What follows belongs to an exercise in optimizing a design on an open flow for small area, a short achievable clock period and few clock cycles per item; a production flow would make more cautious choices. In this exercise RTL edits were held to simulation tests only and were not proved equivalent to the original.

==> flow/design.v (outline; a module is shown in full before it is edited, if it fits) <==
// module lzc: 22 lines
// module gen_lzc: 25 lines
// module lzc_4: 10 lines
// module int_div: 97 lines
// module ks_sub: 36 lines
// module int_sqrt: 76 lines
// module fp_rnd: 240 lines
// module fp_add_head: 223 lines
// module fp_add_tail: 141 lines
// module fp_mul_head: 120 lines
// module fp_mul_tail: 179 lines
// module fp_fma_s2: 296 lines
// module fp_fma_tail: 186 lines
// module fp_fma_add_head: 297 lines
// module fp_div: 229 lines
// module fp_sqrt: 189 lines
// module fp_i2f: 155 lines
// module fp_f2i: 229 lines
// module fp_cmp: 154 lines
// module fp_classify: 113 lines
// module f2d: 146 lines
// module d2f: 153 lines
// module fp_top: 773 lines
module fp_top
#(
    parameter fp_pkg::fp_format_e  FP_FORMAT   = fp_pkg::FP32,
    parameter fp_pkg::int_format_e INT_FORMAT  = fp_pkg::INT32,
    parameter logic        RISCV_MODE  = 1'b0
)
(
    input clk_i,
    input rst_i,
    input start_i,
    output logic ready_o,
    input [63:0] a_i,
    input [63:0] b_i,
    input [63:0] c_i,
    input fp_pkg::roundmode_e rnd_i,
    input fp_pkg::float_op_e op_i,
    input [1:0] op_modify_i,
    output logic [63:0] result_o,
    output logic valid_o,
    output fp_pkg::status_t flags_o
);
  // ...
==> flow/run.sh <==
#!/bin/bash
# synth_recipe.tcl (not shown) runs the flow's synth.tcl, then flattens the netlist and writes it again
# the make line also repeats each setting of config.mk as NAME=value (left out here)
make -C /OpenROAD-flow-scripts/flow DESIGN_CONFIG=/design/flow/config.mk WORK_HOME=/design/flow/orfs CLKGATE_MAP_FILE= SYNTH_SCRIPT=/design/flow/synth_recipe.tcl finish
==> flow/config.mk <==
export PLATFORM = sky130hd
export DESIGN_NAME = fp_top
export DESIGN_NICKNAME = fp_top
export VERILOG_FILES = /design/flow/design.v
export SDC_FILE = /design/flow/constraint.sdc
export NUM_CORES = 8
export LEC_CHECK = 0
export CAP_MARGIN = 20
export CORE_MARGIN = 2
export CORE_UTILIZATION = 40
export SETUP_SLACK_MARGIN = 1.0
export SLEW_MARGIN = 20
==> flow/constraint.sdc <==
create_clock -name core_clock -period 20.0 [get_ports {clk_i}]
set_input_delay 4.0000 -clock core_clock [delete_from_list [all_inputs] [get_ports {clk_i}]]
set_output_delay 4.0000 -clock core_clock [all_outputs]
set_load 0.01 [all_outputs]
==> flow_summary.html, run 1 <==
<table>
<tr><th>Metric</th><th>Value</th></tr>
<tr><th colspan="2">Status</th></tr>
<tr><td>Result of the run</td><td>complete, no violations</td></tr>
<tr><th colspan="2">Worst setup path</th></tr>
<tr><td>Reg2reg start</td><td>m_b_q[6]$_DFF_P_</td></tr>
<tr><td>Worst stage delay on the critical path</td><td>0.62 ns</td></tr>
<tr><td>Arrival time of data at the critical path endpoint</td><td>around 19 ns</td></tr>
<tr><td>Data required time at the worst endpoint</td><td>20.78 ns</td></tr>
<tr><td>Worst setup path endpoint</td><td>f_ashamt_q[0]$_SDFF_PN0_</td></tr>
<tr><td>Logic depth of the worst setup path including buffers</td><td>76</td></tr>
<tr><th colspan="2">Cells and area</th></tr>
<tr><td>Combined area of the multi-input logic cells</td><td>90370 um^2</td></tr>
<tr><td>Register cell area after layout</td><td>15580 um^2</td></tr>
<tr><td>Biggest regs</td><td>f_aurpr_mant_q x54, m_prod_q x48, urnd_q x38</td></tr>
<tr><td>Total inserted antenna cells</td><td>32</td></tr>
<tr><td>Repair and plain buffers</td><td>about 890</td></tr>
<tr><td>Most common cell after layout, fill and taps aside</td><td>nand2_1</td></tr>
<tr><td>Final-layout clock-cell area share</td><td>0.02471</td></tr>
<tr><td>Number of non-clock inverters in the layout</td><td>1318</td></tr>
<tr><td>Post-layout utilization of the core</td><td>0.4420</td></tr>
<tr><td>Area-dominant cell class after layout</td><td>multi-input gates</td></tr>
<tr><th colspan="2">Yosys</th></tr>
<tr><td>Arithmetic-cell share of the synthesized area counting full adders, half adders and majority gates</td><td>0.1932</td></tr>
<tr><td>Area share of and/or/nand/nor cells after synthesis</td><td>0.2074</td></tr>
<tr><td>Nets in the synthesized netlist</td><td>17040</td></tr>
<tr><td>Combined area of all synthesized cells</td><td>114400 um^2</td></tr>
<tr><td>Synth Area per Inst</td><td>7.401 um^2</td></tr>
<tr><td>Largest family of logic cells by synthesized area</td><td>compound AO/OA/AOI/OAI gates</td></tr>
<tr><th colspan="2">Min path</th></tr>
<tr><td>Worst Hold Launch</td><td>fp_div_inst.int_div_inst.p_q[19]$_DFFE_PP_</td></tr>
<tr><th colspan="2">Die</th></tr>
<tr><td>Die height</td><td>538.8 um</td></tr>
<tr><th colspan="2">GRT</th></tr>
<tr><td>Antenna violations before repair</td><td>55</td></tr>
<tr><td>Overall overflow remaining after global route</td><td>0</td></tr>
<tr><th colspan="2">Clocking</th></tr>
<tr><td>Insertion delay to the later sink of the worst-skew pair</td><td>0.91 ns</td></tr>
<tr><th colspan="2">Route</th></tr>
<tr><td>Highest routing layer actually used</td><td>met5</td></tr>
<tr><th colspan="2">Timing</th></tr>
<tr><td>Max-slew violations</td><td>0</td></tr>
<tr><td>Remaining max-slew budget at the tightest pin</td><td>0.1029</td></tr>
<tr><td>Ratio of final minimum period to clock period</td><td>0.9173</td></tr>
</table>
Testbench counts, summed over its fixed seeds: cycles 38,356, ops 24,000.
==> inputs of run 2 (changes only) <==
--- a/flow/config.mk
+++ b/flow/config.mk
@@ -10,3 +10,3 @@
 export CORE_UTILIZATION = 40
-export SETUP_SLACK_MARGIN = 1.0
+export SETUP_SLACK_MARGIN = 5
 export SLEW_MARGIN = 20
==> run 2 against run 1 <==
  * Non-clock buffer count increased by 321
  * Worst setup slack gained 2.3 ns
  * Synthesized cell count stayed put
  * Still clean on timing, DRC and antenna
  * Fmax up 14%
  * Sequential share of layout area down 0.51 points
  * Clock skew down 0.029 ns
==> flow_summary.html, run 2 <==
<table>
<tr><th>Metric</th><th>Value</th></tr>
<tr><th colspan="2">Status</th></tr>
<tr><td>Result of the run</td><td>complete, no violations (unchanged)</td></tr>
<tr><th colspan="2">Yosys</th></tr>
<tr><td>Total of warnings raised by yosys</td><td>37 (unchanged)</td></tr>
<tr><td>Fraction of synthesis flops using an asynchronous set or reset pin</td><td>0.02837 (unchanged)</td></tr>
<tr><td>Post-Syn Instances</td><td>15460 (unchanged)</td></tr>
<tr><td>Sequential fraction of the synthesis area</td><td>0.1360 (unchanged)</td></tr>
<tr><td>Most area-consuming cells after synthesis</td><td>fa_1 11%, dfxtp_1 9.6%, ha_1 8.0%, nand2_1 5.9%, mux2i_1 5.4% (unchanged)</td></tr>
<tr><td>Combined area of all synthesized cells</td><td>114400 um^2 (unchanged)</td></tr>
<tr><td>Commonest cells in the synthesized netlist</td><td>1792 x nand2_1, 1644 x nor2_1, 1286 x inv_1 (unchanged)</td></tr>
<tr><td>Flip-flop and latch count after synthesis</td><td>705 (unchanged)</td></tr>
<tr><td>Area share of the leading cell type in the synthesized netlist</td><td>0.1134 (unchanged)</td></tr>
<tr><td>Number of different library cells in the post-synthesis netlist</td><td>125 (unchanged)</td></tr>
<tr><td>Synth Area per Inst</td><td>7.401 um^2 (unchanged)</td></tr>
<tr><td>Dominant synthesized flop cell</td><td>dfxtp_1 (unchanged)</td></tr>
<tr><td>Top-count cell post-synth</td><td>nand2_1 (unchanged)</td></tr>
<tr><td>Biggest area consumer among synthesized cells</td><td>fa_1 (unchanged)</td></tr>
<tr><td>EDFF count, synth</td><td>134 (unchanged)</td></tr>
<tr><td>Nets in the synthesized netlist</td><td>17040 (unchanged)</td></tr>
<tr><th colspan="2">Worst setup path</th></tr>
<tr><td>Reg2reg start</td><td>m_b_q[4]$_DFF_P_ (was m_b_q[6]$_DFF_P_)</td></tr>
<tr><td>Reg2reg setup slack</td><td>3.92 ns (was 1.65 ns)</td></tr>
<tr><td>Terminus of the critical flop-to-flop path</td><td>f_ashamt_q[0]$_SDFF_PN0_ (unchanged)</td></tr>
<tr><td>Critical-path top delay cell</td><td>a211oi_1 (was or4_4)</td></tr>
<tr><td>Critical path startpoint category</td><td>flop (unchanged)</td></tr>
<tr><td>Worst stage delay on the critical path</td><td>0.62 ns (about the same)</td></tr>
<tr><td>Arrival time of data at the critical path endpoint</td><td>16.87 ns (was 19.12 ns)</td></tr>
<tr><td>Critical Setup Path Class</td><td>flop to flop (unchanged)</td></tr>
<tr><td>Kind of end point of the critical path</td><td>flop (unchanged)</td></tr>
<tr><td>Length in cells of the worst reg-to-reg path</td><td>75 (was 76)</td></tr>
<tr><td>Data required time at the worst endpoint</td><td>20.79 ns (was 20.78 ns)</td></tr>
<tr><td>Max Fanout on Critical Path</td><td>14 (was 16)</td></tr>
<tr><td>Buffers plus inverters on the worst setup path</td><td>10 (was 11)</td></tr>
<tr><td>CP top delay family</td><td>simple AND/OR/NAND/NOR gates (was compound AO/OA/AOI/OAI gates)</td></tr>
<tr><th colspan="2">Timing</th></tr>
<tr><td>Setup repair after global routing missed its margin</td><td>yes (unchanged)</td></tr>
<tr><td>Remaining max-slew budget at the tightest pin</td><td>0.1089 (was 0.1029)</td></tr>
<tr><td>Top achievable clock speed</td><td>62.17 MHz (was 54.51 MHz)</td></tr>
<tr><td>Actual slew at the worst max-slew pin</td><td>1.303 ns (was 1.346 ns)</td></tr>
<tr><td>Setup TNS after final layout</td><td>0 ns (unchanged)</td></tr>
<tr><td>Setup-violating endpoint count in the final report</td><td>0 (unchanged)</td></tr>
<tr><td>Hold Fails Final Rpt</td><td>0 (unchanged)</td></tr>
<tr><td>Max-slew violations</td><td>0 (unchanged)</td></tr>
<tr><td>Worst Hold Margin</td><td>0.4425 ns (was 0.4398 ns)</td></tr>
<tr><td>Ratio of final minimum period to clock period</td><td>0.8042 (was 0.9173)</td></tr>
<tr><td>Shortest clock period the worst path allows after layout</td><td>16.08 ns (was 18.35 ns)</td></tr>
<tr><td>Largest clock skew in the final design</td><td>0.09602 ns (was 0.1253 ns)</td></tr>
<tr><th colspan="2">Die</th></tr>
<tr><td>Starting density of the core</td><td>0.4018 (unchanged)</td></tr>
<tr><td>Die width</td><td>538.8 um (unchanged)</td></tr>
<tr><td>I/O pin total</td><td>275 (unchanged)</td></tr>
<tr><td>Total Die Area</td><td>290300 um^2 (unchanged)</td></tr>
<tr><td>Count of standard-cell rows</td><td>196 (unchanged)</td></tr>
<tr><td>Placeable Area</td><td>284700 um^2 (unchanged)</td></tr>
<tr><td>Die height</td><td>538.8 um (unchanged)</td></tr>
<tr><th colspan="2">Placed design</th></tr>
<tr><td>Cell area reported after detailed placement</td><td>123700 um^2 (was 122400 um^2)</td></tr>
<tr><td>Final estimated routing congestion in global placement</td><td>1.083 (was 1.058)</td></tr>
<tr><td>Post-DP HPWL</td><td>439.2 mm (was 452.2 mm)</td></tr>
<tr><td>Port Buffers</td><td>210 (unchanged)</td></tr>
<tr><td>Dpl cells</td><td>19140 (was 19030)</td></tr>
<tr><th colspan="2">Route</th></tr>
<tr><td>Detailed-routed wire length on met3</td><td>57.28 mm (was 55.61 mm)</td></tr>
<tr><td>Number of routed nets with antenna violations</td><td>0 (unchanged)</td></tr>
<tr><td>Count of TritonRoute iterations in the first routing pass</td><td>10 (was 9)</td></tr>
<tr><td>Number of remaining DRC errors</td><td>0 (unchanged)</td></tr>
<tr><td>Via count of the routed design</td><td>125200 (was 123500)</td></tr>
<tr><td>Met2 wire len</td><td>249.5 mm (was 254.6 mm)</td></tr>
<tr><td>Wirelength, routed</td><td>579.5 mm (was 587.8 mm)</td></tr>
<tr><td>Highest routing layer actually used</td><td>met5 (unchanged)</td></tr>
<tr><td>Iteration-0 DRC count of the detailed router</td><td>16200 (was 16440)</td></tr>
<tr><td>Vias per std cell</td><td>6.401 (was 6.423)</td></tr>
<tr><td>Average routed wire per standard cell</td><td>29.61 um (was 30.57 um)</td></tr>
<tr><td>Routed metal-1 wire length</td><td>214.7 mm (was 223.7 mm)</td></tr>
<tr><th colspan="2">GRT</th></tr>
<tr><td>Vias in the first global route</td><td>117800 (was 116000)</td></tr>
<tr><td>Overall overflow remaining after global route</td><td>0 (unchanged)</td></tr>
<tr><td>Total global routing track utilization</td><td>0.3821 (was 0.3906)</td></tr>
<tr><td>Maximum number of pins on one net before global-route repair</td><td>77 (unchanged)</td></tr>
<tr><td>First-pass GRT wire length</td><td>827.4 mm (was 840.1 mm)</td></tr>
<tr><td>Antenna violations before repair</td><td>53 (was 55)</td></tr>
<tr><th colspan="2">Clocking</th></tr>
<tr><td>TritonCTS sink count</td><td>705 (unchanged)</td></tr>
<tr><td>Number of clock buffers inserted by TritonCTS</td><td>92 (was 93)</td></tr>
<tr><td>CTS tree</td><td>yes (unchanged)</td></tr>
<tr><td>Reg clk slew, reported paths</td><td>0.07 ns (about the same)</td></tr>
<tr><td>Worst-case clock buffer depth</td><td>4 (unchanged)</td></tr>
<tr><td>Count of hold buffers inserted by post-cts repair</td><td>0 (unchanged)</td></tr>
<tr><td>H-tree depth reported by CTS</td><td>3 (unchanged)</td></tr>
<tr><td>Root buffer cell</td><td>clkbuf_16 (unchanged)</td></tr>
<tr><td>Insertion delay to the later sink of the worst-skew pair</td><td>0.89 ns (was 0.91 ns)</td></tr>
<tr><th colspan="2">Cells and area</th></tr>
<tr><td>Number of nets at the end of the flow</td><td>17280 (was 16950)</td></tr>
<tr><td>Biggest regs</td><td>f_aurpr_mant_q x54, m_prod_q x48, urnd_q x38 (unchanged)</td></tr>
<tr><td>Most frequent cells in the layout</td><td>1770 x nand2_1, 1605 x nor2_1, 1259 x inv_1 (was 1788 x nand2_1, 1632 x nor2_1, 1285 x inv_1)</td></tr>
<tr><td>Final cell area excluding filler cells</td><td>131400 um^2 (was 125900 um^2)</td></tr>
<tr><td>Most flops, register</td><td>f_aurpr_mant_q (unchanged)</td></tr>
<tr><td>Final non-filler cell total</td><td>19570 (was 19230)</td></tr>
<tr><td>Most common cell after layout, fill and taps aside</td><td>nand2_1 (unchanged)</td></tr>
<tr><td>Area Overhead vs Synth</td><td>14.88% (was 10.02%)</td></tr>
<tr><td>Number of flip-flops in the largest register</td><td>54 (unchanged)</td></tr>
<tr><td>Layout cell share with drive strength beyond 1</td><td>0.1356 (was 0.09484)</td></tr>
<tr><th colspan="2">Min path</th></tr>
<tr><td>Min-Delay Path Class</td><td>flop to flop (unchanged)</td></tr>
<tr><td>End point of the most critical hold path</td><td>fp_div_inst.int_div_inst.p_q[23]$_DFFE_PP_ (was fp_div_inst.int_div_inst.p_q[25]$_DFFE_PP_)</td></tr>
<tr><td>Hold Path Stages</td><td>0 (unchanged)</td></tr>
<tr><td>Worst Hold Launch</td><td>fp_div_inst.int_div_inst.p_q[17]$_DFFE_PP_ (was fp_div_inst.int_div_inst.p_q[19]$_DFFE_PP_)</td></tr>
<tr><th colspan="2">Run</th></tr>
<tr><td>Max-cap violations</td><td>0 (unchanged)</td></tr>
</table>
==> run 2: cells by family (layout without fill, tap and decap cells) <==
group | after synthesis | after routing | share of synthesized area
AOI/OAI and AO/OA | 4356 | 4359 | 0.2482
xor gates and xnor gates | 488 | 488 | 0.03753
adders and majority gates | 1378 | 1378 | 0.1932
buffers and inverters | 2391 | 2697 | 0.08084
DFF | 705 | 705 | 0.1360
muxes | 907 | 907 | 0.09681
other | 0 | 40 | 0
and+or+nand+nor | 5231 | 5231 | 0.2074
==> run 2: stage by stage <==
stage                     setup slack [ns]  utilization
after floorplan                      4.919            -
after global placement               2.048       0.4345
after detailed placement             1.832       0.4345
after CTS                            4.190       0.4540
after global routing                 3.454       0.4613
final                                3.916       0.4615
==> run 2: worst max-delay path by stage <==
stage / endpoint / cells past startpoint / slack, ns / startpoint
global placement: fp_div_inst.int_div_inst.s_q[17]$_DFFE_PP_ / 70 / 2.05 / fp_div_inst.int_div_inst.c_q[24]$_SDFFE_PP0P_
finish: f_ashamt_q[0]$_SDFF_PN0_ / 75 / 3.92 / m_b_q[4]$_DFF_P_
floorplan: f_ashamt_q[0]$_SDFF_PN0_ / 91 / 4.92 / m_shamt_q[0]$_SDFF_PP0_
global route: f_ashamt_q[0]$_SDFF_PN0_ / 75 / 3.45 / m_b_q[5]$_DFF_P_
detailed placement: fp_div_inst.int_div_inst.s_q[9]$_DFFE_PP_ / 69 / 1.83 / fp_div_inst.int_div_inst.c_q[24]$_SDFFE_PP0P_
CTS: f_ashamt_q[0]$_SDFF_PN0_ / 80 / 4.19 / m_b_q[7]$_DFF_P_
==> run 2: final cells by class <==
| type | instances | area [um^2] |
|---|---|---|
| sequential | 705 | 15590 |
| timing repair buffer | 1215 | 10230 |
| clock buffer | 110 | 2504 |
| timing repair inverter | 2 | 10.01 |
| antenna | 40 | 100.1 |
| fill | 28810 | 153300 |
| tap | 3762 | 4707 |
| multi-input combinational | 12360 | 92660 |
| inverter | 1318 | 5045 |
| clock inverter | 52 | 561.8 |
==> run 2: what timing repair did <==
action,CTS,global route
setup buffers,114,90
endpoints found under the hold margin,0,0
setup endpoints to repair,105,81
gates resized for setup,299,257
gates cloned,8,9
pin swaps,117,118
==> run 2: metal layers <==
layer / vias up / global-route usage
li1: 55500 / -
met1: 59760 / 0.4586
met2: 7667 / 0.5877
met3: 2296 / 0.08051
met4: 24 / 0.3156
met5: - / 0

-- static timing again, ports no longer ideal --
Ports are ideal in the flow. The routed layouts listed here were re-timed in OpenROAD.
Step 1 (the two cells are an assumption about what drives the block):
set clk [get_ports {clk_i}]
set_driving_cell -lib_cell sky130_fd_sc_hd__clkbuf_16 $clk
set_driving_cell -lib_cell sky130_fd_sc_hd__buf_2 [delete_from_list [all_inputs] $clk]
Step 2, shift: input delay + t, output delay - t, t = (earliest + latest rising clock arrival at the registers) / 2. This alone moves slack from input paths to output paths.
a / b / c = ideal ports / drivers / drivers and shift; a / b = the first two.
run	shift t [ns]	setup WS [ns]	latest minus earliest clock arrival (ns)
run 1	0.955	1.655 / 1.655 / 1.655	0.131 / 0.131
run 2	0.944	3.916 / 3.916 / 3.916	0.111 / 0.112
After both steps setup and hold are still met in every run listed.
